Context: an optimization exercise on an open-source flow, tuned for small area. The choices shown serve that exercise and are no tape-out recipe.
The RTL was checked by simulation tests, not by an equivalence proof against the original design.
Power and IR drop assume default switching activity.

## flow/design.v (module list and top-level ports; edited modules follow where they fit)
// module ff: 14 lines
// module alu: 312 lines
// module regfile: 285 lines
// module mux_alu_op_a: 26 lines
// module mux_alu_op_b: 21 lines
// module mux_int_bus: 32 lines
// module mux_mem_addr: 29 lines
// module mux_mem_dout: 26 lines
// module datapath: 219 lines
// module fsm: 847 lines
// module decoder: 1981 lines
// module controller: 149 lines
// module cpu: 151 lines
// module memory_control: 55 lines
// module z80: 95 lines
module z80 (
    input clk,
    input n_reset,
    input n_int,
    input n_nmi,
    input [7:0] din,
    output reg n_iorq,
    output reg n_halt,
    output reg n_m1,
    output reg n_mreq,
    output reg n_rd,
    output reg n_wr,
    output reg [15:0] addr,
    output reg [7:0] dout,
    output reg dout_en
);
  // ...
==> flow/run.sh <==
#!/bin/bash
# synth_recipe.tcl (not shown) runs the flow's synth.tcl, then flattens the netlist and writes it again
# the make line also repeats each setting of config.mk as NAME=value (left out here)
make -C /OpenROAD-flow-scripts/flow DESIGN_CONFIG=/design/flow/config.mk WORK_HOME=/design/flow/orfs CLKGATE_MAP_FILE= SYNTH_SCRIPT=/design/flow/synth_recipe.tcl finish
==> flow/config.mk <==
export PLATFORM = sky130hd
export DESIGN_NAME = z80
export DESIGN_NICKNAME = z80
export VERILOG_FILES = /design/flow/design.v
export SDC_FILE = /design/flow/constraint.sdc
export NUM_CORES = 4
export LEC_CHECK = 0
export ABC_AREA = 1
export CAP_MARGIN = 10
export CORE_MARGIN = 2
export CORE_UTILIZATION = 55
export SLEW_MARGIN = 10
==> flow/constraint.sdc <==
create_clock -name core_clock -period 12.0 [get_ports {clk}]
set_input_delay 2.4000 -clock core_clock [delete_from_list [all_inputs] [get_ports {clk}]]
set_output_delay 2.4000 -clock core_clock [all_outputs]
set_load 0.01 [all_outputs]
==> impl_metrics.json, run 1 <==
{
  "synth_top_family_by_area": "simple AND/OR/NAND/NOR gates",
  "status": "aborted with a tool error",
  "synth_edf_count": 0,
  "synth_compound_area_share_pct": 23.3,
  "synth.most_common_cell": "nand2_1",
  "start_util_pct": 55.5,
  "synthTopCellsByArea": "dfrtp_1 26%, nand2_1 15%, o21ai_0 7.2%, inv_1 7.0%, nor2_1 6.4%",
  "postCtsHoldBufs": 0,
  "globalplace.congestion": 1.39,
  "stop_error": "[ERROR GRT-0116] Global routing finished with congestion. Check the congestion regions in the DRC Viewer.",
  "async_flop_share_pct": 100,
  "synthCells": 4660,
  "synth-seq-cells": 321,
  "muxShareOfSynthArea_pct": 0.185,
  "synth_xor_area_share_pct": 0.529,
  "synth_top_area_cell": "dfrtp_1",
  "die_w_um": 237,
  "synth_warnings": 14,
  "lastStage": "global routing",
  "num_rows": 85,
  "cts_root_buffer": "clkbuf_16",
  "cts.sinks": 321,
  "die_h_um": 237,
  "ys.flop_type": "dfrtp_1",
  "post_cts_resized": 0,
  "synth_commonest_cells": "1168 x nand2_1, 558 x inv_1, 510 x nor2_1",
  "placedCellCount": 5334,
  "place_area_sq_um": 31100,
  "yosysTopAreaCellShare_pct": 26.4,
  "syn_avg_cell_area_sq_um": 6.40,
  "cts_buffer_depth": 3,
  "cts_buffers": 37,
  "post-cts-setup-buffer-count": 0,
  "synth-simple-area-share_pct": 35.0
}
==> module regfile, before the edit <==
module regfile (
    input clk,
    input n_reset,
    input [1:0] bc_dec,
    input [2:0] ex,
    input [5:0] flags_in,
    input flags_we,
    input [15:0] reg_in,
    input [7-1:0] reg_read_addr_8bit_a,
    input [7-1:0] reg_read_addr_16bit_a,
    input [7-1:0] reg_read_addr_8bit_b,
    input [7-1:0] reg_read_addr_16bit_b,
    input reg_we,
    input [14-1:0] reg_write_addr,
    output b_zero,
    output bc_zero,
    output [5:0] flags_out,
    output reg [7:0] reg_out_8bit_a,
    output reg [7:0] reg_out_8bit_b,
    output reg [15:0] reg_out_16bit_a,
    output reg [15:0] reg_out_16bit_b
);
localparam REG_SELECT_8BIT_IDX_A  = 0;
localparam REG_SELECT_8BIT_IDX_B  = 1;
localparam REG_SELECT_8BIT_IDX_C  = 2;
localparam REG_SELECT_8BIT_IDX_D  = 3;
localparam REG_SELECT_8BIT_IDX_E  = 4;
localparam REG_SELECT_8BIT_IDX_H  = 5;
localparam REG_SELECT_8BIT_IDX_L  = 6;
localparam REG_SELECT_16BIT_IDX_BC = 0;
localparam REG_SELECT_16BIT_IDX_DE = 1;
localparam REG_SELECT_16BIT_IDX_HL = 2;
localparam REG_SELECT_16BIT_IDX_AF = 3;
localparam REG_SELECT_16BIT_IDX_IX = 4;
localparam REG_SELECT_16BIT_IDX_IY = 5;
localparam REG_SELECT_16BIT_IDX_SP = 6;
localparam REG_SELECT_IDX_A  = 0;
localparam REG_SELECT_IDX_B  = 1;
localparam REG_SELECT_IDX_C  = 2;
localparam REG_SELECT_IDX_D  = 3;
localparam REG_SELECT_IDX_E  = 4;
localparam REG_SELECT_IDX_H  = 5;
localparam REG_SELECT_IDX_L  = 6;
localparam REG_SELECT_IDX_AF = 7;
localparam REG_SELECT_IDX_BC = 8;
localparam REG_SELECT_IDX_DE = 9;
localparam REG_SELECT_IDX_HL = 10;
localparam REG_SELECT_IDX_IX = 11;
localparam REG_SELECT_IDX_IY = 12;
localparam REG_SELECT_IDX_SP = 13;
localparam BC_DEC_IDX_LD = 0;
localparam BC_DEC_IDX_CP = 1;
localparam EX_IDX_DE_HL = 0;
localparam EX_IDX_AF    = 1;
localparam EX_IDX_EXX   = 2;
reg [7:0] a, ap;
reg [7:0] f, fp;
reg [7:0] b, c, bp, cp;
reg [7:0] d, e, dp, ep;
reg [7:0] h, l, hp, lp;
reg [15:0] ix;
reg [15:0] iy;
reg [15:0] sp;
reg [7:0] reg_out_8bit_a_1, reg_out_8bit_b_1;
reg [7:0] reg_out_8bit_a_2, reg_out_8bit_b_2;
reg [7:0] reg_out_8bit_a_3, reg_out_8bit_b_3;
reg [7:0] reg_out_8bit_a_4, reg_out_8bit_b_4;
reg [7:0] reg_out_8bit_a_5, reg_out_8bit_b_5;
reg [7:0] reg_out_8bit_a_6, reg_out_8bit_b_6;
reg [7:0] reg_out_8bit_a_7, reg_out_8bit_b_7;
reg [15:0] reg_out_16bit_a_1, reg_out_16bit_b_1;
reg [15:0] reg_out_16bit_a_2, reg_out_16bit_b_2;
reg [15:0] reg_out_16bit_a_3, reg_out_16bit_b_3;
reg [15:0] reg_out_16bit_a_4, reg_out_16bit_b_4;
reg [15:0] reg_out_16bit_a_5, reg_out_16bit_b_5;
reg [15:0] reg_out_16bit_a_6, reg_out_16bit_b_6;
reg [15:0] reg_out_16bit_a_7, reg_out_16bit_b_7;
assign b_zero = ~|b;
assign bc_zero = ~|{ b, c };
assign flags_out = { f[7:6], f[4], f[2:0] };
always @* begin
    reg_out_8bit_a = reg_out_8bit_a_1 | reg_out_8bit_a_2 |
                     reg_out_8bit_a_3 | reg_out_8bit_a_4 |
                     reg_out_8bit_a_5 | reg_out_8bit_a_6 |
                     reg_out_8bit_a_7;
end
always @* begin
    reg_out_8bit_b = reg_out_8bit_b_1 | reg_out_8bit_b_2 |
                     reg_out_8bit_b_3 | reg_out_8bit_b_4 |
                     reg_out_8bit_b_5 | reg_out_8bit_b_6 |
                     reg_out_8bit_b_7;
end
always @* begin
    reg_out_16bit_a = reg_out_16bit_a_1 | reg_out_16bit_a_2 |
                      reg_out_16bit_a_3 | reg_out_16bit_a_4 |
                      reg_out_16bit_a_5 | reg_out_16bit_a_6 |
                      reg_out_16bit_a_7;
end
always @* begin
    reg_out_16bit_b = reg_out_16bit_b_1 | reg_out_16bit_b_2 |
                      reg_out_16bit_b_3 | reg_out_16bit_b_4 |
                      reg_out_16bit_b_5 | reg_out_16bit_b_6 |
                      reg_out_16bit_b_7;
end
always @* begin
    reg_out_8bit_a_1 = 8'h00;
    reg_out_8bit_a_2 = 8'h00;
    reg_out_8bit_a_3 = 8'h00;
    reg_out_8bit_a_4 = 8'h00;
    reg_out_8bit_a_5 = 8'h00;
    reg_out_8bit_a_6 = 8'h00;
    reg_out_8bit_a_7 = 8'h00;
    if (reg_read_addr_8bit_a[REG_SELECT_8BIT_IDX_A])
        reg_out_8bit_a_1 = a;
    if (reg_read_addr_8bit_a[REG_SELECT_8BIT_IDX_B])
        reg_out_8bit_a_2 = b;
    if (reg_read_addr_8bit_a[REG_SELECT_8BIT_IDX_C])
        reg_out_8bit_a_3 = c;
    if (reg_read_addr_8bit_a[REG_SELECT_8BIT_IDX_D])
        reg_out_8bit_a_4 = d;
    if (reg_read_addr_8bit_a[REG_SELECT_8BIT_IDX_E])
        reg_out_8bit_a_5 = e;
    if (reg_read_addr_8bit_a[REG_SELECT_8BIT_IDX_H])
        reg_out_8bit_a_6 = h;
    if (reg_read_addr_8bit_a[REG_SELECT_8BIT_IDX_L])
        reg_out_8bit_a_7 = l;
end
always @* begin
    reg_out_16bit_a_1 = 16'h0000;
    reg_out_16bit_a_2 = 16'h0000;
    reg_out_16bit_a_3 = 16'h0000;
    reg_out_16bit_a_4 = 16'h0000;
    reg_out_16bit_a_5 = 16'h0000;
    reg_out_16bit_a_6 = 16'h0000;
    reg_out_16bit_a_7 = 16'h0000;
    if (reg_read_addr_16bit_a[REG_SELECT_16BIT_IDX_BC])
        reg_out_16bit_a_1 = { b, c };
    if (reg_read_addr_16bit_a[REG_SELECT_16BIT_IDX_DE])
        reg_out_16bit_a_2 = { d, e };
    if (reg_read_addr_16bit_a[REG_SELECT_16BIT_IDX_HL])
        reg_out_16bit_a_3 = { h, l };
    if (reg_read_addr_16bit_a[REG_SELECT_16BIT_IDX_IX])
        reg_out_16bit_a_5 = ix;
    if (reg_read_addr_16bit_a[REG_SELECT_16BIT_IDX_IY])
        reg_out_16bit_a_6 = iy;
    if (reg_read_addr_16bit_a[REG_SELECT_16BIT_IDX_SP])
        reg_out_16bit_a_7 = sp;
end
always @* begin
    reg_out_8bit_b_1 = 8'h00;
    reg_out_8bit_b_2 = 8'h00;
    reg_out_8bit_b_3 = 8'h00;
    reg_out_8bit_b_4 = 8'h00;
    reg_out_8bit_b_5 = 8'h00;
    reg_out_8bit_b_6 = 8'h00;
    reg_out_8bit_b_7 = 8'h00;
    if (reg_read_addr_8bit_b[REG_SELECT_8BIT_IDX_A])
        reg_out_8bit_b_1 = a;
    if (reg_read_addr_8bit_b[REG_SELECT_8BIT_IDX_B])
        reg_out_8bit_b_2 = b;
    if (reg_read_addr_8bit_b[REG_SELECT_8BIT_IDX_C])
        reg_out_8bit_b_3 = c;
    if (reg_read_addr_8bit_b[REG_SELECT_8BIT_IDX_D])
        reg_out_8bit_b_4 = d;
    if (reg_read_addr_8bit_b[REG_SELECT_8BIT_IDX_E])
        reg_out_8bit_b_5 = e;
    if (reg_read_addr_8bit_b[REG_SELECT_8BIT_IDX_H])
        reg_out_8bit_b_6 = h;
    if (reg_read_addr_8bit_b[REG_SELECT_8BIT_IDX_L])
        reg_out_8bit_b_7 = l;
end
always @* begin
    reg_out_16bit_b_1 = 16'h0000;
    reg_out_16bit_b_2 = 16'h0000;
    reg_out_16bit_b_3 = 16'h0000;
    reg_out_16bit_b_4 = 16'h0000;
    reg_out_16bit_b_5 = 16'h0000;
    reg_out_16bit_b_6 = 16'h0000;
    reg_out_16bit_b_7 = 16'h0000;
    if (reg_read_addr_16bit_b[REG_SELECT_16BIT_IDX_AF])
        reg_out_16bit_b_4 = { a, f };
    if (reg_read_addr_16bit_b[REG_SELECT_16BIT_IDX_BC])
         reg_out_16bit_b_1 = { b, c };
    if (reg_read_addr_16bit_b[REG_SELECT_16BIT_IDX_DE])
        reg_out_16bit_b_2 = { d, e };
    if (reg_read_addr_16bit_b[REG_SELECT_16BIT_IDX_HL])
        reg_out_16bit_b_3 = { h, l };
    if (reg_read_addr_16bit_b[REG_SELECT_16BIT_IDX_IX])
        reg_out_16bit_b_5 = ix;
    if (reg_read_addr_16bit_b[REG_SELECT_16BIT_IDX_IY])
        reg_out_16bit_b_6 = iy;
    if (reg_read_addr_16bit_b[REG_SELECT_16BIT_IDX_SP])
        reg_out_16bit_b_7 = sp;
end
always @(posedge clk or negedge n_reset) begin
    if (n_reset == 1'b0) begin
        a  <= 8'h00;
        ap <= 8'h00;
        f  <= 8'h00;
        fp <= 8'h00;
        b  <= 8'h00;
        bp <= 8'h00;
        c  <= 8'h00;
        cp <= 8'h00;
        d  <= 8'h00;
        dp <= 8'h00;
        e  <= 8'h00;
        ep <= 8'h00;
        h  <= 8'h00;
        hp <= 8'h00;
        l  <= 8'h00;
        lp <= 8'h00;
        ix <= 16'h0000;
        iy <= 16'h0000;
        sp <= 16'h0000;
    end
    else begin
        if (flags_we) begin
            f <= { flags_in[5:4], 1'b0, flags_in[3], 1'b0, flags_in[2:0] };
        end
        if (reg_we && reg_write_addr[REG_SELECT_IDX_A])
            a <= reg_in[7:0];
        if (reg_we && reg_write_addr[REG_SELECT_IDX_B])
            b <= reg_in[7:0];
        if (reg_we && reg_write_addr[REG_SELECT_IDX_C])
            c <= reg_in[7:0];
        if (reg_we && reg_write_addr[REG_SELECT_IDX_D])
            d <= reg_in[7:0];
        if (reg_we && reg_write_addr[REG_SELECT_IDX_E])
            e <= reg_in[7:0];
        if (reg_we && reg_write_addr[REG_SELECT_IDX_H])
            h <= reg_in[7:0];
        if (reg_we && reg_write_addr[REG_SELECT_IDX_L])
            l <= reg_in[7:0];
        if (reg_we && reg_write_addr[REG_SELECT_IDX_AF])
            { a, f } <= reg_in;
        if (reg_we && reg_write_addr[REG_SELECT_IDX_BC])
            { b, c } <= reg_in;
        if (reg_we && reg_write_addr[REG_SELECT_IDX_DE])
            { d, e } <= reg_in;
        if (reg_we && reg_write_addr[REG_SELECT_IDX_HL])
            { h, l } <= reg_in;
        if (reg_we && reg_write_addr[REG_SELECT_IDX_IX])
            ix <= reg_in;
        if (reg_we && reg_write_addr[REG_SELECT_IDX_IY])
            iy <= reg_in;
        if (reg_we && reg_write_addr[REG_SELECT_IDX_SP])
            sp <= reg_in;
        if (bc_dec[BC_DEC_IDX_LD]) begin
            f[4] <= 1'b0;
            f[2] <= ~({ b, c } == 16'h0001);
            f[1] <= 1'b0;
            { b, c } <= { b, c } - 16'h0001;
        end
        if (bc_dec[BC_DEC_IDX_CP]) begin
            f[2] <= ~({ b, c } == 16'h0001);
            { b, c } <= { b, c } - 16'h0001;
        end
        if (ex[EX_IDX_DE_HL]) begin
            { d, e } <= { h, l };
            { h, l } <= { d, e };
        end
        if (ex[EX_IDX_AF]) begin
            a  <= ap;
            f  <= fp;
            ap <= a;
            fp <= f;
        end
        if (ex[EX_IDX_EXX]) begin
            b  <= bp;
            c  <= cp;
            bp <= b;
            cp <= c;
            d  <= dp;
            e  <= ep;
            dp <= d;
            ep <= e;
            h  <= hp;
            l  <= lp;
            hp <= h;
            lp <= l;
        end
    end
end
endmodule
==> module mux_alu_op_a, before the edit <==
module mux_alu_op_a (
    input [5-1:0] data_select,
    input [7:0] regfile_out_8bit_a,
    input [15:0] regfile_out_16bit_a,
    input [15:0] reg_mem_addr,
    input [7:0] reg_mem_din_hi,
    input [7:0] reg_mem_din_lo,
    input [15:0] reg_pc,
    input [7:0] reg_int_ctrl,
    output reg [15:0] data_out
);
localparam MUX_ALU_OP_A_IDX_REGFILE_OUT_16BIT_A  = 0;
localparam MUX_ALU_OP_A_IDX_REG_MEM_ADDR         = 1;
localparam MUX_ALU_OP_A_IDX_REG_MEM_DIN          = 2;
localparam MUX_ALU_OP_A_IDX_REG_PC               = 3;
localparam MUX_ALU_OP_A_IDX_REG_INT_CTRL         = 4;
wire sel_8bit = ~|data_select;
always @* begin
    data_out = ({16{sel_8bit}} & { 8'h00, regfile_out_8bit_a })
             | ({16{data_select[MUX_ALU_OP_A_IDX_REGFILE_OUT_16BIT_A]}} & regfile_out_16bit_a)
             | ({16{data_select[MUX_ALU_OP_A_IDX_REG_MEM_ADDR]}} & reg_mem_addr)
             | ({16{data_select[MUX_ALU_OP_A_IDX_REG_MEM_DIN]}} & { reg_mem_din_hi, reg_mem_din_lo })
             | ({16{data_select[MUX_ALU_OP_A_IDX_REG_PC]}} & reg_pc)
             | ({16{data_select[MUX_ALU_OP_A_IDX_REG_INT_CTRL]}} & { 8'h00, reg_int_ctrl });
end
endmodule
==> module mux_alu_op_b, before the edit <==
module mux_alu_op_b (
    input [4-1:0] data_select,
    input [7:0] regfile_out_8bit_b,
    input [15:0] regfile_out_16bit_b,
    input [7:0] reg_mem_din_hi,
    input [7:0] reg_mem_din_lo,
    output reg [15:0] data_out
);
localparam MUX_ALU_OP_B_IDX_REGFILE_OUT_16BIT_B    = 0;
localparam MUX_ALU_OP_B_IDX_REG_MEM_DIN            = 1;
localparam MUX_ALU_OP_B_IDX_REG_MEM_DIN_LO_SGN_EXT = 2;
localparam MUX_ALU_OP_B_IDX_CONST2                 = 3;
wire sel_8bit = ~|data_select;
always @* begin
    data_out = ({16{sel_8bit}} & { 8'h00, regfile_out_8bit_b })
             | ({16{data_select[MUX_ALU_OP_B_IDX_REGFILE_OUT_16BIT_B]}} & regfile_out_16bit_b)
             | ({16{data_select[MUX_ALU_OP_B_IDX_REG_MEM_DIN]}} & { reg_mem_din_hi, reg_mem_din_lo })
             | ({16{data_select[MUX_ALU_OP_B_IDX_REG_MEM_DIN_LO_SGN_EXT]}} & { {8{reg_mem_din_lo[7]}}, reg_mem_din_lo })
             | ({16{data_select[MUX_ALU_OP_B_IDX_CONST2]}} & 16'h0002);
end
endmodule
==> module mux_int_bus, before the edit <==
module mux_int_bus (
    input [7-1:0] data_select,
    input [15:0] alu_out,
    input [7:0] reg_int_ctrl,
    input [7:0] reg_mem_din_lo,
    input [7:0] reg_mem_din_hi,
    input [15:0] reg_pc,
    input [7:0] reg_pc_lo_direct,
    input [7:0] regfile_out_8bit_a,
    input [15:0] regfile_out_16bit_a,
    input [15:0] regfile_out_16bit_b,
    output reg [15:0] data_out
);
localparam MUX_INT_BUS_IDX_REG_INT_CTRL        = 0;
localparam MUX_INT_BUS_IDX_REG_MEM_DIN         = 1;
localparam MUX_INT_BUS_IDX_REG_PC              = 2;
localparam MUX_INT_BUS_IDX_REG_PC_DIRECT       = 3;
localparam MUX_INT_BUS_IDX_REGFILE_OUT_8BIT_A  = 4;
localparam MUX_INT_BUS_IDX_REGFILE_OUT_16BIT_A = 5;
localparam MUX_INT_BUS_IDX_REGFILE_OUT_16BIT_B = 6;
wire sel_alu = ~|data_select;
always @* begin
    data_out = ({16{sel_alu}} & alu_out)
             | ({16{data_select[MUX_INT_BUS_IDX_REG_INT_CTRL]}} & { 8'h00, reg_int_ctrl })
             | ({16{data_select[MUX_INT_BUS_IDX_REG_MEM_DIN]}} & { reg_mem_din_hi, reg_mem_din_lo })
             | ({16{data_select[MUX_INT_BUS_IDX_REG_PC]}} & reg_pc)
             | ({16{data_select[MUX_INT_BUS_IDX_REG_PC_DIRECT]}} & { 8'h00, reg_pc_lo_direct })
             | ({16{data_select[MUX_INT_BUS_IDX_REGFILE_OUT_8BIT_A]}} & { 8'h00, regfile_out_8bit_a })
             | ({16{data_select[MUX_INT_BUS_IDX_REGFILE_OUT_16BIT_A]}} & regfile_out_16bit_a)
             | ({16{data_select[MUX_INT_BUS_IDX_REGFILE_OUT_16BIT_B]}} & regfile_out_16bit_b);
end
endmodule
==> module mux_mem_addr, before the edit <==
module mux_mem_addr (
    input [6-1:0] data_select,
    input [15:0] alu_out,
    input [7:0] reg_int_ctrl,
    input [15:0] reg_mem_addr,
    input [7:0] reg_mem_din_hi,
    input [7:0] reg_mem_din_lo,
    input [15:0] reg_pc,
    input [7:0] regfile_out_8bit_b,
    input [15:0] regfile_out_16bit_b,
    output reg [15:0] data_out
);
localparam MUX_MEM_ADDR_IDX_INT_ADDR            = 0;
localparam MUX_MEM_ADDR_IDX_REG_IMM             = 1;
localparam MUX_MEM_ADDR_IDX_REG_MEM_DIN         = 2;
localparam MUX_MEM_ADDR_IDX_REG_MEM_ADDR        = 3;
localparam MUX_MEM_ADDR_IDX_REG_PC              = 4;
localparam MUX_MEM_ADDR_IDX_REGFILE_OUT_16BIT_B = 5;
wire sel_alu = ~|data_select;
always @* begin
    data_out = ({16{sel_alu}} & alu_out)
             | ({16{data_select[MUX_MEM_ADDR_IDX_INT_ADDR]}} & { reg_int_ctrl, reg_mem_din_lo[7:1], 1'b0 })
             | ({16{data_select[MUX_MEM_ADDR_IDX_REG_IMM]}} & { regfile_out_8bit_b, reg_mem_din_lo })
             | ({16{data_select[MUX_MEM_ADDR_IDX_REG_MEM_ADDR]}} & reg_mem_addr)
             | ({16{data_select[MUX_MEM_ADDR_IDX_REG_MEM_DIN]}} & { reg_mem_din_hi, reg_mem_din_lo })
             | ({16{data_select[MUX_MEM_ADDR_IDX_REG_PC]}} & reg_pc)
             | ({16{data_select[MUX_MEM_ADDR_IDX_REGFILE_OUT_16BIT_B]}} & regfile_out_16bit_b);
end
endmodule
==> run 2: changes to the inputs <==
--- a/flow/design.v
+++ b/flow/design.v
@@ -336,10 +336,10 @@
     input flags_we,
     input [15:0] reg_in,
-    input [7-1:0] reg_read_addr_8bit_a,
-    input [7-1:0] reg_read_addr_16bit_a,
-    input [7-1:0] reg_read_addr_8bit_b,
-    input [7-1:0] reg_read_addr_16bit_b,
+    input [3-1:0] reg_read_addr_8bit_a,
+    input [3-1:0] reg_read_addr_16bit_a,
+    input [3-1:0] reg_read_addr_8bit_b,
+    input [3-1:0] reg_read_addr_16bit_b,
     input reg_we,
-    input [14-1:0] reg_write_addr,
+    input [4-1:0] reg_write_addr,
     output b_zero,
     output bc_zero,
@@ -350,4 +350,9 @@
     output reg [15:0] reg_out_16bit_b
 );
+wire [13:0] reg_write_addr_oh = 14'd1 << reg_write_addr >> 0;
+wire [6:0] reg_read_addr_16bit_b_oh = 7'd1 << reg_read_addr_16bit_b >> 0;
+wire [6:0] reg_read_addr_16bit_a_oh = 7'd1 << reg_read_addr_16bit_a >> 0;
+wire [6:0] reg_read_addr_8bit_b_oh = 7'd1 << reg_read_addr_8bit_b >> 0;
+wire [6:0] reg_read_addr_8bit_a_oh = 7'd1 << reg_read_addr_8bit_a >> 0;
 localparam REG_SELECT_8BIT_IDX_A  = 0;
 localparam REG_SELECT_8BIT_IDX_B  = 1;
@@ -440,17 +445,17 @@
     reg_out_8bit_a_6 = 8'h00;
     reg_out_8bit_a_7 = 8'h00;
-    if (reg_read_addr_8bit_a[REG_SELECT_8BIT_IDX_A])
+    if (reg_read_addr_8bit_a_oh[REG_SELECT_8BIT_IDX_A])
         reg_out_8bit_a_1 = a;
-    if (reg_read_addr_8bit_a[REG_SELECT_8BIT_IDX_B])
+    if (reg_read_addr_8bit_a_oh[REG_SELECT_8BIT_IDX_B])
         reg_out_8bit_a_2 = b;
-    if (reg_read_addr_8bit_a[REG_SELECT_8BIT_IDX_C])
+    if (reg_read_addr_8bit_a_oh[REG_SELECT_8BIT_IDX_C])
         reg_out_8bit_a_3 = c;
-    if (reg_read_addr_8bit_a[REG_SELECT_8BIT_IDX_D])
+    if (reg_read_addr_8bit_a_oh[REG_SELECT_8BIT_IDX_D])
         reg_out_8bit_a_4 = d;
-    if (reg_read_addr_8bit_a[REG_SELECT_8BIT_IDX_E])
+    if (reg_read_addr_8bit_a_oh[REG_SELECT_8BIT_IDX_E])
         reg_out_8bit_a_5 = e;
-    if (reg_read_addr_8bit_a[REG_SELECT_8BIT_IDX_H])
+    if (reg_read_addr_8bit_a_oh[REG_SELECT_8BIT_IDX_H])
         reg_out_8bit_a_6 = h;
-    if (reg_read_addr_8bit_a[REG_SELECT_8BIT_IDX_L])
+    if (reg_read_addr_8bit_a_oh[REG_SELECT_8BIT_IDX_L])
         reg_out_8bit_a_7 = l;
 end
@@ -463,15 +468,15 @@
     reg_out_16bit_a_6 = 16'h0000;
     reg_out_16bit_a_7 = 16'h0000;
-    if (reg_read_addr_16bit_a[REG_SELECT_16BIT_IDX_BC])
+    if (reg_read_addr_16bit_a_oh[REG_SELECT_16BIT_IDX_BC])
         reg_out_16bit_a_1 = { b, c };
-    if (reg_read_addr_16bit_a[REG_SELECT_16BIT_IDX_DE])
+    if (reg_read_addr_16bit_a_oh[REG_SELECT_16BIT_IDX_DE])
         reg_out_16bit_a_2 = { d, e };
-    if (reg_read_addr_16bit_a[REG_SELECT_16BIT_IDX_HL])
+    if (reg_read_addr_16bit_a_oh[REG_SELECT_16BIT_IDX_HL])
         reg_out_16bit_a_3 = { h, l };
-    if (reg_read_addr_16bit_a[REG_SELECT_16BIT_IDX_IX])
+    if (reg_read_addr_16bit_a_oh[REG_SELECT_16BIT_IDX_IX])
         reg_out_16bit_a_5 = ix;
-    if (reg_read_addr_16bit_a[REG_SELECT_16BIT_IDX_IY])
+    if (reg_read_addr_16bit_a_oh[REG_SELECT_16BIT_IDX_IY])
         reg_out_16bit_a_6 = iy;
-    if (reg_read_addr_16bit_a[REG_SELECT_16BIT_IDX_SP])
+    if (reg_read_addr_16bit_a_oh[REG_SELECT_16BIT_IDX_SP])
         reg_out_16bit_a_7 = sp;
 end
@@ -484,17 +489,17 @@
     reg_out_8bit_b_6 = 8'h00;
     reg_out_8bit_b_7 = 8'h00;
-    if (reg_read_addr_8bit_b[REG_SELECT_8BIT_IDX_A])
+    if (reg_read_addr_8bit_b_oh[REG_SELECT_8BIT_IDX_A])
         reg_out_8bit_b_1 = a;
-    if (reg_read_addr_8bit_b[REG_SELECT_8BIT_IDX_B])
+    if (reg_read_addr_8bit_b_oh[REG_SELECT_8BIT_IDX_B])
         reg_out_8bit_b_2 = b;
-    if (reg_read_addr_8bit_b[REG_SELECT_8BIT_IDX_C])
+    if (reg_read_addr_8bit_b_oh[REG_SELECT_8BIT_IDX_C])
         reg_out_8bit_b_3 = c;
-    if (reg_read_addr_8bit_b[REG_SELECT_8BIT_IDX_D])
+    if (reg_read_addr_8bit_b_oh[REG_SELECT_8BIT_IDX_D])
         reg_out_8bit_b_4 = d;
-    if (reg_read_addr_8bit_b[REG_SELECT_8BIT_IDX_E])
+    if (reg_read_addr_8bit_b_oh[REG_SELECT_8BIT_IDX_E])
         reg_out_8bit_b_5 = e;
-    if (reg_read_addr_8bit_b[REG_SELECT_8BIT_IDX_H])
+    if (reg_read_addr_8bit_b_oh[REG_SELECT_8BIT_IDX_H])
         reg_out_8bit_b_6 = h;
-    if (reg_read_addr_8bit_b[REG_SELECT_8BIT_IDX_L])
+    if (reg_read_addr_8bit_b_oh[REG_SELECT_8BIT_IDX_L])
         reg_out_8bit_b_7 = l;
 end
@@ -507,17 +512,17 @@
     reg_out_16bit_b_6 = 16'h0000;
     reg_out_16bit_b_7 = 16'h0000;
-    if (reg_read_addr_16bit_b[REG_SELECT_16BIT_IDX_AF])
+    if (reg_read_addr_16bit_b_oh[REG_SELECT_16BIT_IDX_AF])
         reg_out_16bit_b_4 = { a, f };
-    if (reg_read_addr_16bit_b[REG_SELECT_16BIT_IDX_BC])
+    if (reg_read_addr_16bit_b_oh[REG_SELECT_16BIT_IDX_BC])
          reg_out_16bit_b_1 = { b, c };
-    if (reg_read_addr_16bit_b[REG_SELECT_16BIT_IDX_DE])
+    if (reg_read_addr_16bit_b_oh[REG_SELECT_16BIT_IDX_DE])
         reg_out_16bit_b_2 = { d, e };
-    if (reg_read_addr_16bit_b[REG_SELECT_16BIT_IDX_HL])
+    if (reg_read_addr_16bit_b_oh[REG_SELECT_16BIT_IDX_HL])
         reg_out_16bit_b_3 = { h, l };
-    if (reg_read_addr_16bit_b[REG_SELECT_16BIT_IDX_IX])
+    if (reg_read_addr_16bit_b_oh[REG_SELECT_16BIT_IDX_IX])
         reg_out_16bit_b_5 = ix;
-    if (reg_read_addr_16bit_b[REG_SELECT_16BIT_IDX_IY])
+    if (reg_read_addr_16bit_b_oh[REG_SELECT_16BIT_IDX_IY])
         reg_out_16bit_b_6 = iy;
-    if (reg_read_addr_16bit_b[REG_SELECT_16BIT_IDX_SP])
+    if (reg_read_addr_16bit_b_oh[REG_SELECT_16BIT_IDX_SP])
         reg_out_16bit_b_7 = sp;
 end
@@ -548,31 +553,31 @@
             f <= { flags_in[5:4], 1'b0, flags_in[3], 1'b0, flags_in[2:0] };
         end
-        if (reg_we && reg_write_addr[REG_SELECT_IDX_A])
+        if (reg_we && reg_write_addr_oh[REG_SELECT_IDX_A])
             a <= reg_in[7:0];
-        if (reg_we && reg_write_addr[REG_SELECT_IDX_B])
+        if (reg_we && reg_write_addr_oh[REG_SELECT_IDX_B])
             b <= reg_in[7:0];
-        if (reg_we && reg_write_addr[REG_SELECT_IDX_C])
+        if (reg_we && reg_write_addr_oh[REG_SELECT_IDX_C])
             c <= reg_in[7:0];
-        if (reg_we && reg_write_addr[REG_SELECT_IDX_D])
+        if (reg_we && reg_write_addr_oh[REG_SELECT_IDX_D])
             d <= reg_in[7:0];
-        if (reg_we && reg_write_addr[REG_SELECT_IDX_E])
+        if (reg_we && reg_write_addr_oh[REG_SELECT_IDX_E])
             e <= reg_in[7:0];
-        if (reg_we && reg_write_addr[REG_SELECT_IDX_H])
+        if (reg_we && reg_write_addr_oh[REG_SELECT_IDX_H])
             h <= reg_in[7:0];
-        if (reg_we && reg_write_addr[REG_SELECT_IDX_L])
+        if (reg_we && reg_write_addr_oh[REG_SELECT_IDX_L])
             l <= reg_in[7:0];
-        if (reg_we && reg_write_addr[REG_SELECT_IDX_AF])
+        if (reg_we && reg_write_addr_oh[REG_SELECT_IDX_AF])
             { a, f } <= reg_in;
-        if (reg_we && reg_write_addr[REG_SELECT_IDX_BC])
+        if (reg_we && reg_write_addr_oh[REG_SELECT_IDX_BC])
             { b, c } <= reg_in;
-        if (reg_we && reg_write_addr[REG_SELECT_IDX_DE])
+        if (reg_we && reg_write_addr_oh[REG_SELECT_IDX_DE])
             { d, e } <= reg_in;
-        if (reg_we && reg_write_addr[REG_SELECT_IDX_HL])
+        if (reg_we && reg_write_addr_oh[REG_SELECT_IDX_HL])
             { h, l } <= reg_in;
-        if (reg_we && reg_write_addr[REG_SELECT_IDX_IX])
+        if (reg_we && reg_write_addr_oh[REG_SELECT_IDX_IX])
             ix <= reg_in;
-        if (reg_we && reg_write_addr[REG_SELECT_IDX_IY])
+        if (reg_we && reg_write_addr_oh[REG_SELECT_IDX_IY])
             iy <= reg_in;
-        if (reg_we && reg_write_addr[REG_SELECT_IDX_SP])
+        if (reg_we && reg_write_addr_oh[REG_SELECT_IDX_SP])
             sp <= reg_in;
         if (bc_dec[BC_DEC_IDX_LD]) begin
@@ -615,5 +620,5 @@
 `timescale 1ns/10ps
 module mux_alu_op_a (
-    input [5-1:0] data_select,
+    input [3-1:0] data_select,
     input [7:0] regfile_out_8bit_a,
     input [15:0] regfile_out_16bit_a,
@@ -625,4 +630,5 @@
     output reg [15:0] data_out
 );
+wire [4:0] data_select_oh = 6'd1 << data_select >> 1;
 localparam MUX_ALU_OP_A_IDX_REGFILE_OUT_16BIT_A  = 0;
 localparam MUX_ALU_OP_A_IDX_REG_MEM_ADDR         = 1;
@@ -630,17 +636,17 @@
 localparam MUX_ALU_OP_A_IDX_REG_PC               = 3;
 localparam MUX_ALU_OP_A_IDX_REG_INT_CTRL         = 4;
-wire sel_8bit = ~|data_select;
+wire sel_8bit = ~|data_select_oh;
 always @* begin
     data_out = ({16{sel_8bit}} & { 8'h00, regfile_out_8bit_a })
-             | ({16{data_select[MUX_ALU_OP_A_IDX_REGFILE_OUT_16BIT_A]}} & regfile_out_16bit_a)
-             | ({16{data_select[MUX_ALU_OP_A_IDX_REG_MEM_ADDR]}} & reg_mem_addr)
-             | ({16{data_select[MUX_ALU_OP_A_IDX_REG_MEM_DIN]}} & { reg_mem_din_hi, reg_mem_din_lo })
-             | ({16{data_select[MUX_ALU_OP_A_IDX_REG_PC]}} & reg_pc)
-             | ({16{data_select[MUX_ALU_OP_A_IDX_REG_INT_CTRL]}} & { 8'h00, reg_int_ctrl });
+             | ({16{data_select_oh[MUX_ALU_OP_A_IDX_REGFILE_OUT_16BIT_A]}} & regfile_out_16bit_a)
+             | ({16{data_select_oh[MUX_ALU_OP_A_IDX_REG_MEM_ADDR]}} & reg_mem_addr)
+             | ({16{data_select_oh[MUX_ALU_OP_A_IDX_REG_MEM_DIN]}} & { reg_mem_din_hi, reg_mem_din_lo })
+             | ({16{data_select_oh[MUX_ALU_OP_A_IDX_REG_PC]}} & reg_pc)
+             | ({16{data_select_oh[MUX_ALU_OP_A_IDX_REG_INT_CTRL]}} & { 8'h00, reg_int_ctrl });
 end
 endmodule
 `timescale 1ns/10ps
 module mux_alu_op_b (
-    input [4-1:0] data_select,
+    input [3-1:0] data_select,
     input [7:0] regfile_out_8bit_b,
     input [15:0] regfile_out_16bit_b,
@@ -649,20 +655,21 @@
     output reg [15:0] data_out
 );
+wire [3:0] data_select_oh = 5'd1 << data_select >> 1;
 localparam MUX_ALU_OP_B_IDX_REGFILE_OUT_16BIT_B    = 0;
 localparam MUX_ALU_OP_B_IDX_REG_MEM_DIN            = 1;
 localparam MUX_ALU_OP_B_IDX_REG_MEM_DIN_LO_SGN_EXT = 2;
 localparam MUX_ALU_OP_B_IDX_CONST2                 = 3;
-wire sel_8bit = ~|data_select;
+wire sel_8bit = ~|data_select_oh;
 always @* begin
     data_out = ({16{sel_8bit}} & { 8'h00, regfile_out_8bit_b })
-             | ({16{data_select[MUX_ALU_OP_B_IDX_REGFILE_OUT_16BIT_B]}} & regfile_out_16bit_b)
-             | ({16{data_select[MUX_ALU_OP_B_IDX_REG_MEM_DIN]}} & { reg_mem_din_hi, reg_mem_din_lo })
-             | ({16{data_select[MUX_ALU_OP_B_IDX_REG_MEM_DIN_LO_SGN_EXT]}} & { {8{reg_mem_din_lo[7]}}, reg_mem_din_lo })
-             | ({16{data_select[MUX_ALU_OP_B_IDX_CONST2]}} & 16'h0002);
+             | ({16{data_select_oh[MUX_ALU_OP_B_IDX_REGFILE_OUT_16BIT_B]}} & regfile_out_16bit_b)
+             | ({16{data_select_oh[MUX_ALU_OP_B_IDX_REG_MEM_DIN]}} & { reg_mem_din_hi, reg_mem_din_lo })
+             | ({16{data_select_oh[MUX_ALU_OP_B_IDX_REG_MEM_DIN_LO_SGN_EXT]}} & { {8{reg_mem_din_lo[7]}}, reg_mem_din_lo })
+             | ({16{data_select_oh[MUX_ALU_OP_B_IDX_CONST2]}} & 16'h0002);
 end
 endmodule
 `timescale 1ns/10ps
 module mux_int_bus (
-    input [7-1:0] data_select,
+    input [3-1:0] data_select,
     input [15:0] alu_out,
     input [7:0] reg_int_ctrl,
@@ -676,4 +683,5 @@
     output reg [15:0] data_out
 );
+wire [6:0] data_select_oh = 8'd1 << data_select >> 1;
 localparam MUX_INT_BUS_IDX_REG_INT_CTRL        = 0;
 localparam MUX_INT_BUS_IDX_REG_MEM_DIN         = 1;
@@ -683,19 +691,19 @@
 localparam MUX_INT_BUS_IDX_REGFILE_OUT_16BIT_A = 5;
 localparam MUX_INT_BUS_IDX_REGFILE_OUT_16BIT_B = 6;
-wire sel_alu = ~|data_select;
+wire sel_alu = ~|data_select_oh;
 always @* begin
     data_out = ({16{sel_alu}} & alu_out)
-             | ({16{data_select[MUX_INT_BUS_IDX_REG_INT_CTRL]}} & { 8'h00, reg_int_ctrl })
-             | ({16{data_select[MUX_INT_BUS_IDX_REG_MEM_DIN]}} & { reg_mem_din_hi, reg_mem_din_lo })
-             | ({16{data_select[MUX_INT_BUS_IDX_REG_PC]}} & reg_pc)
-             | ({16{data_select[MUX_INT_BUS_IDX_REG_PC_DIRECT]}} & { 8'h00, reg_pc_lo_direct })
-             | ({16{data_select[MUX_INT_BUS_IDX_REGFILE_OUT_8BIT_A]}} & { 8'h00, regfile_out_8bit_a })
-             | ({16{data_select[MUX_INT_BUS_IDX_REGFILE_OUT_16BIT_A]}} & regfile_out_16bit_a)
-             | ({16{data_select[MUX_INT_BUS_IDX_REGFILE_OUT_16BIT_B]}} & regfile_out_16bit_b);
+             | ({16{data_select_oh[MUX_INT_BUS_IDX_REG_INT_CTRL]}} & { 8'h00, reg_int_ctrl })
+             | ({16{data_select_oh[MUX_INT_BUS_IDX_REG_MEM_DIN]}} & { reg_mem_din_hi, reg_mem_din_lo })
+             | ({16{data_select_oh[MUX_INT_BUS_IDX_REG_PC]}} & reg_pc)
+             | ({16{data_select_oh[MUX_INT_BUS_IDX_REG_PC_DIRECT]}} & { 8'h00, reg_pc_lo_direct })
+             | ({16{data_select_oh[MUX_INT_BUS_IDX_REGFILE_OUT_8BIT_A]}} & { 8'h00, regfile_out_8bit_a })
+             | ({16{data_select_oh[MUX_INT_BUS_IDX_REGFILE_OUT_16BIT_A]}} & regfile_out_16bit_a)
+             | ({16{data_select_oh[MUX_INT_BUS_IDX_REGFILE_OUT_16BIT_B]}} & regfile_out_16bit_b);
 end
 endmodule
 `timescale 1ns/10ps
 module mux_mem_addr (
-    input [6-1:0] data_select,
+    input [3-1:0] data_select,
     input [15:0] alu_out,
     input [7:0] reg_int_ctrl,
@@ -708,4 +716,5 @@
     output reg [15:0] data_out
 );
+wire [5:0] data_select_oh = 7'd1 << data_select >> 1;
 localparam MUX_MEM_ADDR_IDX_INT_ADDR            = 0;
 localparam MUX_MEM_ADDR_IDX_REG_IMM             = 1;
@@ -714,18 +723,18 @@
 localparam MUX_MEM_ADDR_IDX_REG_PC              = 4;
 localparam MUX_MEM_ADDR_IDX_REGFILE_OUT_16BIT_B = 5;
-wire sel_alu = ~|data_select;
+wire sel_alu = ~|data_select_oh;
 always @* begin
     data_out = ({16{sel_alu}} & alu_out)
-             | ({16{data_select[MUX_MEM_ADDR_IDX_INT_ADDR]}} & { reg_int_ctrl, reg_mem_din_lo[7:1], 1'b0 })
-             | ({16{data_select[MUX_MEM_ADDR_IDX_REG_IMM]}} & { regfile_out_8bit_b, reg_mem_din_lo })
-             | ({16{data_select[MUX_MEM_ADDR_IDX_REG_MEM_ADDR]}} & reg_mem_addr)
-             | ({16{data_select[MUX_MEM_ADDR_IDX_REG_MEM_DIN]}} & { reg_mem_din_hi, reg_mem_din_lo })
-             | ({16{data_select[MUX_MEM_ADDR_IDX_REG_PC]}} & reg_pc)
-             | ({16{data_select[MUX_MEM_ADDR_IDX_REGFILE_OUT_16BIT_B]}} & regfile_out_16bit_b);
+             | ({16{data_select_oh[MUX_MEM_ADDR_IDX_INT_ADDR]}} & { reg_int_ctrl, reg_mem_din_lo[7:1], 1'b0 })
+             | ({16{data_select_oh[MUX_MEM_ADDR_IDX_REG_IMM]}} & { regfile_out_8bit_b, reg_mem_din_lo })
+             | ({16{data_select_oh[MUX_MEM_ADDR_IDX_REG_MEM_ADDR]}} & reg_mem_addr)
+             | ({16{data_select_oh[MUX_MEM_ADDR_IDX_REG_MEM_DIN]}} & { reg_mem_din_hi, reg_mem_din_lo })
+             | ({16{data_select_oh[MUX_MEM_ADDR_IDX_REG_PC]}} & reg_pc)
+             | ({16{data_select_oh[MUX_MEM_ADDR_IDX_REGFILE_OUT_16BIT_B]}} & regfile_out_16bit_b);
 end
 endmodule
 `timescale 1ns/10ps
 module mux_mem_dout (
-    input [6-1:0] data_select,
+    input [3-1:0] data_select,
     input [15:0] reg_mem_dout,
     input [7:0] reg_mem_din_lo,
@@ -735,4 +744,5 @@
     output reg [7:0] data_out
 );
+wire [5:0] data_select_oh = 7'd1 << data_select >> 1;
 localparam MUX_MEM_DOUT_IDX_REG_MEM_DOUT_HI        = 0;
 localparam MUX_MEM_DOUT_IDX_REG_MEM_DIN_LO         = 1;
@@ -741,13 +751,13 @@
 localparam MUX_MEM_DOUT_IDX_REGFILE_OUT_8BIT_A     = 4;
 localparam MUX_MEM_DOUT_IDX_REGFILE_OUT_16BIT_A_LO = 5;
-wire sel_lo = ~|data_select;
+wire sel_lo = ~|data_select_oh;
 always @* begin
     data_out = ({8{sel_lo}} & reg_mem_dout[7:0])
-             | ({8{data_select[MUX_MEM_DOUT_IDX_REG_MEM_DOUT_HI]}} & reg_mem_dout[15:8])
-             | ({8{data_select[MUX_MEM_DOUT_IDX_REG_MEM_DIN_LO]}} & reg_mem_din_lo)
-             | ({8{data_select[MUX_MEM_DOUT_IDX_REG_PC_LO]}} & reg_pc[7:0])
-             | ({8{data_select[MUX_MEM_DOUT_IDX_REG_PC_HI]}} & reg_pc[15:8])
-             | ({8{data_select[MUX_MEM_DOUT_IDX_REGFILE_OUT_8BIT_A]}} & regfile_out_8bit_a)
-             | ({8{data_select[MUX_MEM_DOUT_IDX_REGFILE_OUT_16BIT_A_LO]}} & regfile_out_16bit_a[7:0]);
+             | ({8{data_select_oh[MUX_MEM_DOUT_IDX_REG_MEM_DOUT_HI]}} & reg_mem_dout[15:8])
+             | ({8{data_select_oh[MUX_MEM_DOUT_IDX_REG_MEM_DIN_LO]}} & reg_mem_din_lo)
+             | ({8{data_select_oh[MUX_MEM_DOUT_IDX_REG_PC_LO]}} & reg_pc[7:0])
+             | ({8{data_select_oh[MUX_MEM_DOUT_IDX_REG_PC_HI]}} & reg_pc[15:8])
+             | ({8{data_select_oh[MUX_MEM_DOUT_IDX_REGFILE_OUT_8BIT_A]}} & regfile_out_8bit_a)
+             | ({8{data_select_oh[MUX_MEM_DOUT_IDX_REGFILE_OUT_16BIT_A_LO]}} & regfile_out_16bit_a[7:0]);
 end
 endmodule
@@ -760,9 +770,9 @@
     input [6-1:0] alu_mode,
     input [7:0] mem_din,
-    input [5-1:0] mux_alu_op_a_sel,
-    input [4-1:0] mux_alu_op_b_sel,
-    input [7-1:0] mux_int_bus_sel,
-    input [6-1:0] mux_mem_addr_sel,
-    input [6-1:0] mux_mem_dout_sel,
+    input [3-1:0] mux_alu_op_a_sel,
+    input [3-1:0] mux_alu_op_b_sel,
+    input [3-1:0] mux_int_bus_sel,
+    input [3-1:0] mux_mem_addr_sel,
+    input [3-1:0] mux_mem_dout_sel,
     input reg_alu_addr_we,
     input reg_int_ctrl_we,
@@ -779,10 +789,10 @@
     input [2:0] regfile_ex,
     input regfile_flags_we,
-    input [7-1:0] regfile_read_addr_8bit_a,
-    input [7-1:0] regfile_read_addr_16bit_a,
-    input [7-1:0] regfile_read_addr_8bit_b,
-    input [7-1:0] regfile_read_addr_16bit_b,
+    input [3-1:0] regfile_read_addr_8bit_a,
+    input [3-1:0] regfile_read_addr_16bit_a,
+    input [3-1:0] regfile_read_addr_8bit_b,
+    input [3-1:0] regfile_read_addr_16bit_b,
     input regfile_we,
-    input [14-1:0] regfile_write_addr,
+    input [4-1:0] regfile_write_addr,
     output regfile_b_zero,
     output regfile_bc_zero,
@@ -1852,9 +1862,9 @@
     output reg mem_n_rd,
     output reg mem_n_wr,
-    output reg [5-1:0] mux_alu_op_a_sel,
-    output reg [4-1:0] mux_alu_op_b_sel,
-    output reg [7-1:0] mux_int_bus_sel,
-    output reg [6-1:0] mux_mem_addr_sel,
-    output reg [6-1:0] mux_mem_dout_sel,
+    output reg [3-1:0] mux_alu_op_a_sel,
+    output reg [3-1:0] mux_alu_op_b_sel,
+    output reg [3-1:0] mux_int_bus_sel,
+    output reg [3-1:0] mux_mem_addr_sel,
+    output reg [3-1:0] mux_mem_dout_sel,
     output reg reg_alu_addr_we,
     output reg reg_int_ctrl_we,
@@ -1871,10 +1881,10 @@
     output reg [2:0] regfile_ex,
     output reg regfile_flags_we,
-    output reg [7-1:0] regfile_read_addr_8bit_a,
-    output reg [7-1:0] regfile_read_addr_16bit_a,
-    output reg [7-1:0] regfile_read_addr_8bit_b,
-    output reg [7-1:0] regfile_read_addr_16bit_b,
+    output reg [3-1:0] regfile_read_addr_8bit_a,
+    output reg [3-1:0] regfile_read_addr_16bit_a,
+    output reg [3-1:0] regfile_read_addr_8bit_b,
+    output reg [3-1:0] regfile_read_addr_16bit_b,
     output reg regfile_we,
-    output reg [14-1:0] regfile_write_addr
+    output reg [4-1:0] regfile_write_addr
 );
 localparam ALU_MODE_ADD       = 6'd0;
@@ -1965,37 +1975,37 @@
 localparam INT_MODE_1 = 2'b01;
 localparam INT_MODE_2 = 2'b10;
-localparam MUX_ALU_OP_A_SEL_REGFILE_OUT_8BIT_A  = 5'h00;
-localparam MUX_ALU_OP_A_SEL_REGFILE_OUT_16BIT_A = 5'h01;
-localparam MUX_ALU_OP_A_SEL_REG_MEM_ADDR        = 5'h02;
-localparam MUX_ALU_OP_A_SEL_REG_MEM_DIN         = 5'h04;
-localparam MUX_ALU_OP_A_SEL_REG_PC              = 5'h08;
-localparam MUX_ALU_OP_A_SEL_REG_INT_CTRL        = 5'h10;
-localparam MUX_ALU_OP_B_SEL_REGFILE_OUT_8BIT_B     = 4'h0;
-localparam MUX_ALU_OP_B_SEL_REGFILE_OUT_16BIT_B    = 4'h1;
-localparam MUX_ALU_OP_B_SEL_REG_MEM_DIN            = 4'h2;
-localparam MUX_ALU_OP_B_SEL_REG_MEM_DIN_LO_SGN_EXT = 4'h4;
-localparam MUX_ALU_OP_B_SEL_CONST2                 = 4'h8;
-localparam MUX_INT_BUS_SEL_ALU_OUT             = 7'h00;
-localparam MUX_INT_BUS_SEL_REG_INT_CTRL        = 7'h01;
-localparam MUX_INT_BUS_SEL_REG_MEM_DIN         = 7'h02;
-localparam MUX_INT_BUS_SEL_REG_PC              = 7'h04;
-localparam MUX_INT_BUS_SEL_REG_PC_DIRECT       = 7'h08;
-localparam MUX_INT_BUS_SEL_REGFILE_OUT_8BIT_A  = 7'h10;
-localparam MUX_INT_BUS_SEL_REGFILE_OUT_16BIT_A = 7'h20;
-localparam MUX_INT_BUS_SEL_REGFILE_OUT_16BIT_B = 7'h40;
-localparam MUX_MEM_ADDR_SEL_ALU_ADDR            = 6'h00;
-localparam MUX_MEM_ADDR_SEL_INT_ADDR            = 6'h01;
-localparam MUX_MEM_ADDR_SEL_REG_IMM             = 6'h02;
-localparam MUX_MEM_ADDR_SEL_REG_MEM_DIN         = 6'h04;
-localparam MUX_MEM_ADDR_SEL_REG_MEM_ADDR        = 6'h08;
-localparam MUX_MEM_ADDR_SEL_REG_PC              = 6'h10;
-localparam MUX_MEM_ADDR_SEL_REGFILE_OUT_16BIT_B = 6'h20;
-localparam MUX_MEM_DOUT_SEL_REG_MEM_DOUT_LO        = 6'h00;
-localparam MUX_MEM_DOUT_SEL_REG_MEM_DOUT_HI        = 6'h01;
-localparam MUX_MEM_DOUT_SEL_REG_MEM_DIN_LO         = 6'h02;
-localparam MUX_MEM_DOUT_SEL_REG_PC_LO              = 6'h04;
-localparam MUX_MEM_DOUT_SEL_REG_PC_HI              = 6'h08;
-localparam MUX_MEM_DOUT_SEL_REGFILE_OUT_8BIT_A     = 6'h10;
-localparam MUX_MEM_DOUT_SEL_REGFILE_OUT_16BIT_A_LO = 6'h20;
+localparam MUX_ALU_OP_A_SEL_REGFILE_OUT_8BIT_A  = 3'd0;
+localparam MUX_ALU_OP_A_SEL_REGFILE_OUT_16BIT_A = 3'd1;
+localparam MUX_ALU_OP_A_SEL_REG_MEM_ADDR        = 3'd2;
+localparam MUX_ALU_OP_A_SEL_REG_MEM_DIN         = 3'd3;
+localparam MUX_ALU_OP_A_SEL_REG_PC              = 3'd4;
+localparam MUX_ALU_OP_A_SEL_REG_INT_CTRL        = 3'd5;
+localparam MUX_ALU_OP_B_SEL_REGFILE_OUT_8BIT_B     = 3'd0;
+localparam MUX_ALU_OP_B_SEL_REGFILE_OUT_16BIT_B    = 3'd1;
+localparam MUX_ALU_OP_B_SEL_REG_MEM_DIN            = 3'd2;
+localparam MUX_ALU_OP_B_SEL_REG_MEM_DIN_LO_SGN_EXT = 3'd3;
+localparam MUX_ALU_OP_B_SEL_CONST2                 = 3'd4;
+localparam MUX_INT_BUS_SEL_ALU_OUT             = 3'd0;
+localparam MUX_INT_BUS_SEL_REG_INT_CTRL        = 3'd1;
+localparam MUX_INT_BUS_SEL_REG_MEM_DIN         = 3'd2;
+localparam MUX_INT_BUS_SEL_REG_PC              = 3'd3;
+localparam MUX_INT_BUS_SEL_REG_PC_DIRECT       = 3'd4;
+localparam MUX_INT_BUS_SEL_REGFILE_OUT_8BIT_A  = 3'd5;
+localparam MUX_INT_BUS_SEL_REGFILE_OUT_16BIT_A = 3'd6;
+localparam MUX_INT_BUS_SEL_REGFILE_OUT_16BIT_B = 3'd7;
+localparam MUX_MEM_ADDR_SEL_ALU_ADDR            = 3'd0;
+localparam MUX_MEM_ADDR_SEL_INT_ADDR            = 3'd1;
+localparam MUX_MEM_ADDR_SEL_REG_IMM             = 3'd2;
+localparam MUX_MEM_ADDR_SEL_REG_MEM_DIN         = 3'd3;
+localparam MUX_MEM_ADDR_SEL_REG_MEM_ADDR        = 3'd4;
+localparam MUX_MEM_ADDR_SEL_REG_PC              = 3'd5;
+localparam MUX_MEM_ADDR_SEL_REGFILE_OUT_16BIT_B = 3'd6;
+localparam MUX_MEM_DOUT_SEL_REG_MEM_DOUT_LO        = 3'd0;
+localparam MUX_MEM_DOUT_SEL_REG_MEM_DOUT_HI        = 3'd1;
+localparam MUX_MEM_DOUT_SEL_REG_MEM_DIN_LO         = 3'd2;
+localparam MUX_MEM_DOUT_SEL_REG_PC_LO              = 3'd3;
+localparam MUX_MEM_DOUT_SEL_REG_PC_HI              = 3'd4;
+localparam MUX_MEM_DOUT_SEL_REGFILE_OUT_8BIT_A     = 3'd5;
+localparam MUX_MEM_DOUT_SEL_REGFILE_OUT_16BIT_A_LO = 3'd6;
 localparam OP_PREFIX_NONE  = 3'd0;
 localparam OP_PREFIX_DD    = 3'd1;
@@ -2005,32 +2015,32 @@
 localparam OP_PREFIX_DD_CB = 3'd5;
 localparam OP_PREFIX_FD_CB = 3'd6;
-localparam REG_SELECT_8BIT_A = 7'h01;
-localparam REG_SELECT_8BIT_B = 7'h02;
-localparam REG_SELECT_8BIT_C = 7'h04;
-localparam REG_SELECT_8BIT_D = 7'h08;
-localparam REG_SELECT_8BIT_E = 7'h10;
-localparam REG_SELECT_8BIT_H = 7'h20;
-localparam REG_SELECT_8BIT_L = 7'h40;
-localparam REG_SELECT_16BIT_BC = 7'h01;
-localparam REG_SELECT_16BIT_DE = 7'h02;
-localparam REG_SELECT_16BIT_HL = 7'h04;
-localparam REG_SELECT_16BIT_AF = 7'h08;
-localparam REG_SELECT_16BIT_IX = 7'h10;
-localparam REG_SELECT_16BIT_IY = 7'h20;
-localparam REG_SELECT_16BIT_SP = 7'h40;
-localparam REG_SELECT_A  = 14'h0001;
-localparam REG_SELECT_B  = 14'h0002;
-localparam REG_SELECT_C  = 14'h0004;
-localparam REG_SELECT_D  = 14'h0008;
-localparam REG_SELECT_E  = 14'h0010;
-localparam REG_SELECT_H  = 14'h0020;
-localparam REG_SELECT_L  = 14'h0040;
-localparam REG_SELECT_AF = 14'h0080;
-localparam REG_SELECT_BC = 14'h0100;
-localparam REG_SELECT_DE = 14'h0200;
-localparam REG_SELECT_HL = 14'h0400;
-localparam REG_SELECT_IX = 14'h0800;
-localparam REG_SELECT_IY = 14'h1000;
-localparam REG_SELECT_SP = 14'h2000;
+localparam REG_SELECT_8BIT_A = 3'd0;
+localparam REG_SELECT_8BIT_B = 3'd1;
+localparam REG_SELECT_8BIT_C = 3'd2;
+localparam REG_SELECT_8BIT_D = 3'd3;
+localparam REG_SELECT_8BIT_E = 3'd4;
+localparam REG_SELECT_8BIT_H = 3'd5;
+localparam REG_SELECT_8BIT_L = 3'd6;
+localparam REG_SELECT_16BIT_BC = 3'd0;
+localparam REG_SELECT_16BIT_DE = 3'd1;
+localparam REG_SELECT_16BIT_HL = 3'd2;
+localparam REG_SELECT_16BIT_AF = 3'd3;
+localparam REG_SELECT_16BIT_IX = 3'd4;
+localparam REG_SELECT_16BIT_IY = 3'd5;
+localparam REG_SELECT_16BIT_SP = 3'd6;
+localparam REG_SELECT_A  = 4'd0;
+localparam REG_SELECT_B  = 4'd1;
+localparam REG_SELECT_C  = 4'd2;
+localparam REG_SELECT_D  = 4'd3;
+localparam REG_SELECT_E  = 4'd4;
+localparam REG_SELECT_H  = 4'd5;
+localparam REG_SELECT_L  = 4'd6;
+localparam REG_SELECT_AF = 4'd7;
+localparam REG_SELECT_BC = 4'd8;
+localparam REG_SELECT_DE = 4'd9;
+localparam REG_SELECT_HL = 4'd10;
+localparam REG_SELECT_IX = 4'd11;
+localparam REG_SELECT_IY = 4'd12;
+localparam REG_SELECT_SP = 4'd13;
 localparam BC_DEC_NONE = 2'b00;
 localparam BC_DEC_LD   = 2'b01;
@@ -2041,10 +2051,10 @@
 localparam EX_EXX   = 3'h4;
 reg cond;
-reg [7-1:0] reg_select_8bit_1;
-reg [14-1:0] reg_select_8bit_write_1;
-reg [7-1:0] reg_select_8bit_2;
-reg [14-1:0] reg_select_8bit_write_2;
-reg [7-1:0] reg_select_16bit;
-reg [14-1:0] reg_select_16bit_write;
+reg [3-1:0] reg_select_8bit_1;
+reg [4-1:0] reg_select_8bit_write_1;
+reg [3-1:0] reg_select_8bit_2;
+reg [4-1:0] reg_select_8bit_write_2;
+reg [3-1:0] reg_select_16bit;
+reg [4-1:0] reg_select_16bit_write;
 reg [6-1:0] alu_mode_select;
 always @* begin
@@ -3829,9 +3839,9 @@
     output mem_n_rd,
     output mem_n_wr,
-    output [5-1:0] mux_alu_op_a_sel,
-    output [4-1:0] mux_alu_op_b_sel,
-    output [7-1:0] mux_int_bus_sel,
-    output [6-1:0] mux_mem_addr_sel,
-    output [6-1:0] mux_mem_dout_sel,
+    output [3-1:0] mux_alu_op_a_sel,
+    output [3-1:0] mux_alu_op_b_sel,
+    output [3-1:0] mux_int_bus_sel,
+    output [3-1:0] mux_mem_addr_sel,
+    output [3-1:0] mux_mem_dout_sel,
     output reg_alu_addr_we,
     output reg_int_ctrl_we,
@@ -3848,10 +3858,10 @@
     output [2:0] regfile_ex,
     output regfile_flags_we,
-    output [7-1:0] regfile_read_addr_8bit_a,
-    output [7-1:0] regfile_read_addr_16bit_a,
-    output [7-1:0] regfile_read_addr_8bit_b,
-    output [7-1:0] regfile_read_addr_16bit_b,
+    output [3-1:0] regfile_read_addr_8bit_a,
+    output [3-1:0] regfile_read_addr_16bit_a,
+    output [3-1:0] regfile_read_addr_8bit_b,
+    output [3-1:0] regfile_read_addr_16bit_b,
     output regfile_we,
-    output [14-1:0] regfile_write_addr
+    output [4-1:0] regfile_write_addr
 );
 wire int_active_int;
@@ -3975,9 +3985,9 @@
 wire alu_iff2;
 wire [6-1:0] alu_mode;
-wire [5-1:0] mux_alu_op_a_sel;
-wire [4-1:0] mux_alu_op_b_sel;
-wire [7-1:0] mux_int_bus_sel;
-wire [6-1:0] mux_mem_addr_sel;
-wire [6-1:0] mux_mem_dout_sel;
+wire [3-1:0] mux_alu_op_a_sel;
+wire [3-1:0] mux_alu_op_b_sel;
+wire [3-1:0] mux_int_bus_sel;
+wire [3-1:0] mux_mem_addr_sel;
+wire [3-1:0] mux_mem_dout_sel;
 wire [7:0] reg_instr;
 wire reg_alu_addr_we;
@@ -4002,10 +4012,10 @@
 wire regfile_flag_c;
 wire regfile_flags_we;
-wire [7-1:0] regfile_read_addr_8bit_a;
-wire [7-1:0] regfile_read_addr_16bit_a;
-wire [7-1:0] regfile_read_addr_8bit_b;
-wire [7-1:0] regfile_read_addr_16bit_b;
+wire [3-1:0] regfile_read_addr_8bit_a;
+wire [3-1:0] regfile_read_addr_16bit_a;
+wire [3-1:0] regfile_read_addr_8bit_b;
+wire [3-1:0] regfile_read_addr_16bit_b;
 wire regfile_we;
-wire [14-1:0] regfile_write_addr;
+wire [4-1:0] regfile_write_addr;
 controller controller_i (
     .clk(clk),
==> flow/flow/run.sh (new file) <==
#!/bin/bash
# Own layout flow: the standard ORFS flow, with one change in synthesis:
# the ABC technology-mapping script (flow/abc.script) replaces ORFS's
# abc_speed/abc_area script. Everything before and after ABC (including
# dfflibmap, so every register keeps its name and cell type) is the standard flow's
# standard synthesis (synth_recipe.tcl) unchanged.
set -euo pipefail
W=$PWD
F=$W/flow

# Synthesis script: synth_recipe.tcl with a hook, inserted after its first
# line, that points ABC at flow/abc.script.
{
  head -n 1 synth_recipe.tcl
  cat <<EOT
set ::own_abc_script {$F/abc.script}
proc own_abc_hook {args} {
  set i [lsearch -exact \$::abc_args -script]
  if {\$i >= 0 && [lindex \$::abc_args [expr {\$i + 1}]] ne \$::own_abc_script} {
    set ::abc_args [lreplace \$::abc_args [expr {\$i + 1}] [expr {\$i + 1}] \$::own_abc_script]
  }
}
trace add variable ::abc_args write own_abc_hook
EOT
  tail -n +2 synth_recipe.tcl
} > own_synth.tcl

sed "s#SYNTH_SCRIPT=[^ ]*#SYNTH_SCRIPT=$W/own_synth.tcl#" standard.sh > own_standard.sh
grep -q "SYNTH_SCRIPT=$W/own_synth.tcl" own_standard.sh

bash own_standard.sh synth > synth.log 2>&1
grep -q "own_abc_script\|$F/abc.script" orfs/logs/*/z80/base/1_2_yosys.log
bash own_standard.sh > layout.log 2>&1
test -s out/final.def
==> flow/flow/abc.script (new file) <==
strash
&get -n
&deepsyn -T 240
&put
dch -f
amap
topo
stime -c
==> flow/standard.sh (new file) <==
#!/bin/bash
# synth_recipe.tcl (not shown) runs the flow's synth.tcl, then flattens the netlist and writes it again
# the make line also repeats each setting of config.mk as NAME=value (left out here)
make -C /OpenROAD-flow-scripts/flow DESIGN_CONFIG=/design/flow/config.mk WORK_HOME=/design/flow/orfs CLKGATE_MAP_FILE= SYNTH_SCRIPT=/design/flow/synth_recipe.tcl "${@:-finish}"
--- a/flow/config.mk
+++ b/flow/config.mk
@@ -6,7 +6,6 @@
 export NUM_CORES = 4
 export LEC_CHECK = 0
-export ABC_AREA = 1
 export CAP_MARGIN = 10
 export CORE_MARGIN = 2
-export CORE_UTILIZATION = 55
+export CORE_UTILIZATION = 40
 export SLEW_MARGIN = 10
removed: flow/run.sh
==> run 2 against run 1 <==
The run now finishes clean; area after synthesis decreased by 22%; synthesized cell count decreased by 32%.
==> impl_metrics.json, run 2 <==
{
  "synth-seq-cells": 321,
  "cts_buffers": 39,
  "p_int_uw": 4360,
  "min-delay-path-class": "register to register",
  "avgRoutedWirePerCell_um": 33.3,
  "area_growth_pct": 23.7,
  "synth_warnings": 14,
  "fin_crit_sh_pct": 97.0,
  "drc_errors": 0,
  "fin_worst_skew_ps": 39.4,
  "crit_family": "compound AO/OA/AOI/OAI gates",
  "yosysUniqueCellTypes": 60,
  "grt_usage_pct": 47.6,
  "cts_root_buffer": "clkbuf_16",
  "die_w_um": 245,
  "synth_seq_area_share_pct": 34.7,
  "syn_area_sq_um": 23200,
  "arrival_ps": 12160,
  "synthTopCellsByArea": "dfrtp_1 34%, nor2_1 9.4%, o22ai_1 9.2%, clkinv_1 8.2%, o21ai_0 4.9%",
  "grt_pass1_wl_um": 207000,
  "power.switching_uw": 6560,
  "ys.flop_type": "dfrtp_1",
  "crit_path_start_kind": "register",
  "cts_buffer_depth": 3,
  "dpl_worst_slack_ps": -377,
  "status": "finished clean",
  "num_rows": 88,
  "design.core.area_sq_um": 57500,
  "cts.sinks": 321,
  "cts.clk_slew.worst_paths_ps": 70,
  "clkPwrFrac_pct": 11.6,
  "async_flop_share_pct": 100,
  "path_buf_inv": 12,
  "relSlewSlack_pct": 8.12,
  "die_h_um": 245,
  "synth_edf_count": 0,
  "r2r_slack_ps": 370,
  "hpwl_um": 113000,
  "synth_commonest_cells": "582 x nor2_1, 505 x clkinv_1, 340 x o22ai_1",
  "grt_max_degree": 83,
  "finalWirelength_um": 145000,
  "critPathMaxStageDelay_ps": 620,
  "crit_required_ps": 12530,
  "multi_input_comb_area_sq_um": 13600,
  "synthCells": 3172,
  "layout_min_cycle_time_ps": 11630,
  "first_pass_iters": 12,
  "ir_drop_uv": 371,
  "p_total_uw": 10900,
  "die_area_sq_um": 59800,
  "maxCapViolCount": 0,
  "fmax_ghz": 0.0860,
  "nNetsFinal": 3643,
  "avgViaCountPerCell": 7.04,
  "tns_ps": 0,
  "clock_latency_ps": 620,
  "fin_ws_ps": 366,
  "start_util_pct": 40.3,
  "io_pins": 43,
  "syn_avg_cell_area_sq_um": 7.30,
  "yosysTopAreaCellShare_pct": 34.0,
  "drive_above_1_share_pct": 13.5,
  "p_per_area_nw_per_um2": 381,
  "critPathKind": "register to register",
  "globalplace.congestion": 1.20,
  "finalSetupViolations": 0,
  "crit_path_max_fanout": 13,
  "synth.most_common_cell": "nor2_1",
  "final-seq-area_sq_um": 8050,
  "combPwrFrac_pct": 73.8,
  "synth_top_area_cell": "dfrtp_1"
}
## run 2: changes by cell type after synthesis, moves of 64 or more
cell	change
nand3_1	-169
clkinv_1	+495
nand2_1	-964
o22ai_1	+265
inv_1	-558
o21ai_0	-200
nand4_1	-66
o221ai_1	+64
nor2_1	+72
clkbuf_1	-85
## run 2: cells by family (layout without fill, tap and decap cells)
logic type / Yosys count / count (layout) / share of synthesized area [%]
and+or+nand+nor: 1147 / 1147 / 21.6
buffers and inverters: 508 / 928 / 8.23
adders and majority gates: 67 / 67 / 3.94
DFF: 321 / 321 / 34.7
xor gates and xnor gates: 1 / 1 / 0.0378
other: 0 / 3 / 0
AOI/OAI and AO/OA: 1128 / 1128 / 31.4
## run 2: metrics by stage
step	util, %	instances	area (sq um)
finish	49.8	4360	28600
CTS	49.0	4344	28100
floorplan	-	3172	23200
global placement	46.7	4275	26800
global route	49.8	4357	28600
detailed placement	46.7	4275	26800
## run 2: cell type report
type	instances	area share [%]
Antenna cell	3	0.0262
Clock buffer	53	3.80
Clock inverter	16	0.747
Inverter	505	6.66
Multi-Input combinational cell	2343	47.6
Sequential cell	321	28.1
Tap cell	765	3.34
Timing Repair Buffer	354	9.69
## run 2: layer usage
layer | vias up | GRT usage, % | wire length (um)
li1 | 12500 | - | -
met1 | 14500 | 58.9 | 51700
met2 | 2884 | 66.6 | 56900
met3 | 838 | 20.3 | 22800
met4 | 6 | 32.6 | 13600
met5 | - | 0 | 36
## run 2: power groups by stage
stage | clock, uW | combinational, uW | sequential [uW]
final | 1270 | 8060 | 1590
after global routing | 1310 | 8140 | 1610
after CTS | 1260 | 7300 | 1580
after detailed placement | 0 | 7270 | 1590
after global placement | 0 | 7190 | 1580
after floorplan | 0 | 3460 | 1570
## run 2: timing repair
item                                    CTS  global route
pin swaps                                 0             7
gates resized for setup                   5           109
hold buffers                              0             0
hold endpoints to repair                  0             0
endpoints found under the setup margin   12            32
setup buffers                             0            12
## run 2: worst paths after layout
| path | startpoint | end | cells after the start |
|---|---|---|---|
| worst max-delay path | cpu_i.datapath_i.reg_instr_i.q[5] | cpu_i.datapath_i.regfile_i.f[6] | 49 |
| worst min-delay path | n_halt | n_halt | 2 |
| worst max register to register | cpu_i.datapath_i.reg_instr_i.q[5] | cpu_i.datapath_i.regfile_i.f[6] | 49 |
| worst min register to register | n_halt | n_halt | 2 |
| max in group asynchronous | n_reset | cpu_i.datapath_i.reg_mem_addr_i.q[10] | 3 |
| min in group asynchronous | n_reset | cpu_i.controller_i.fsm_i.int_mode[1] | 1 |
## run 2: tightest hold or removal path, delay by kind of cell, from the launching register on
family	cells	cell delay [ps]
and+or+nand+nor	1	40
AOI/OAI and AO/OA	1	70
DFF	1	370
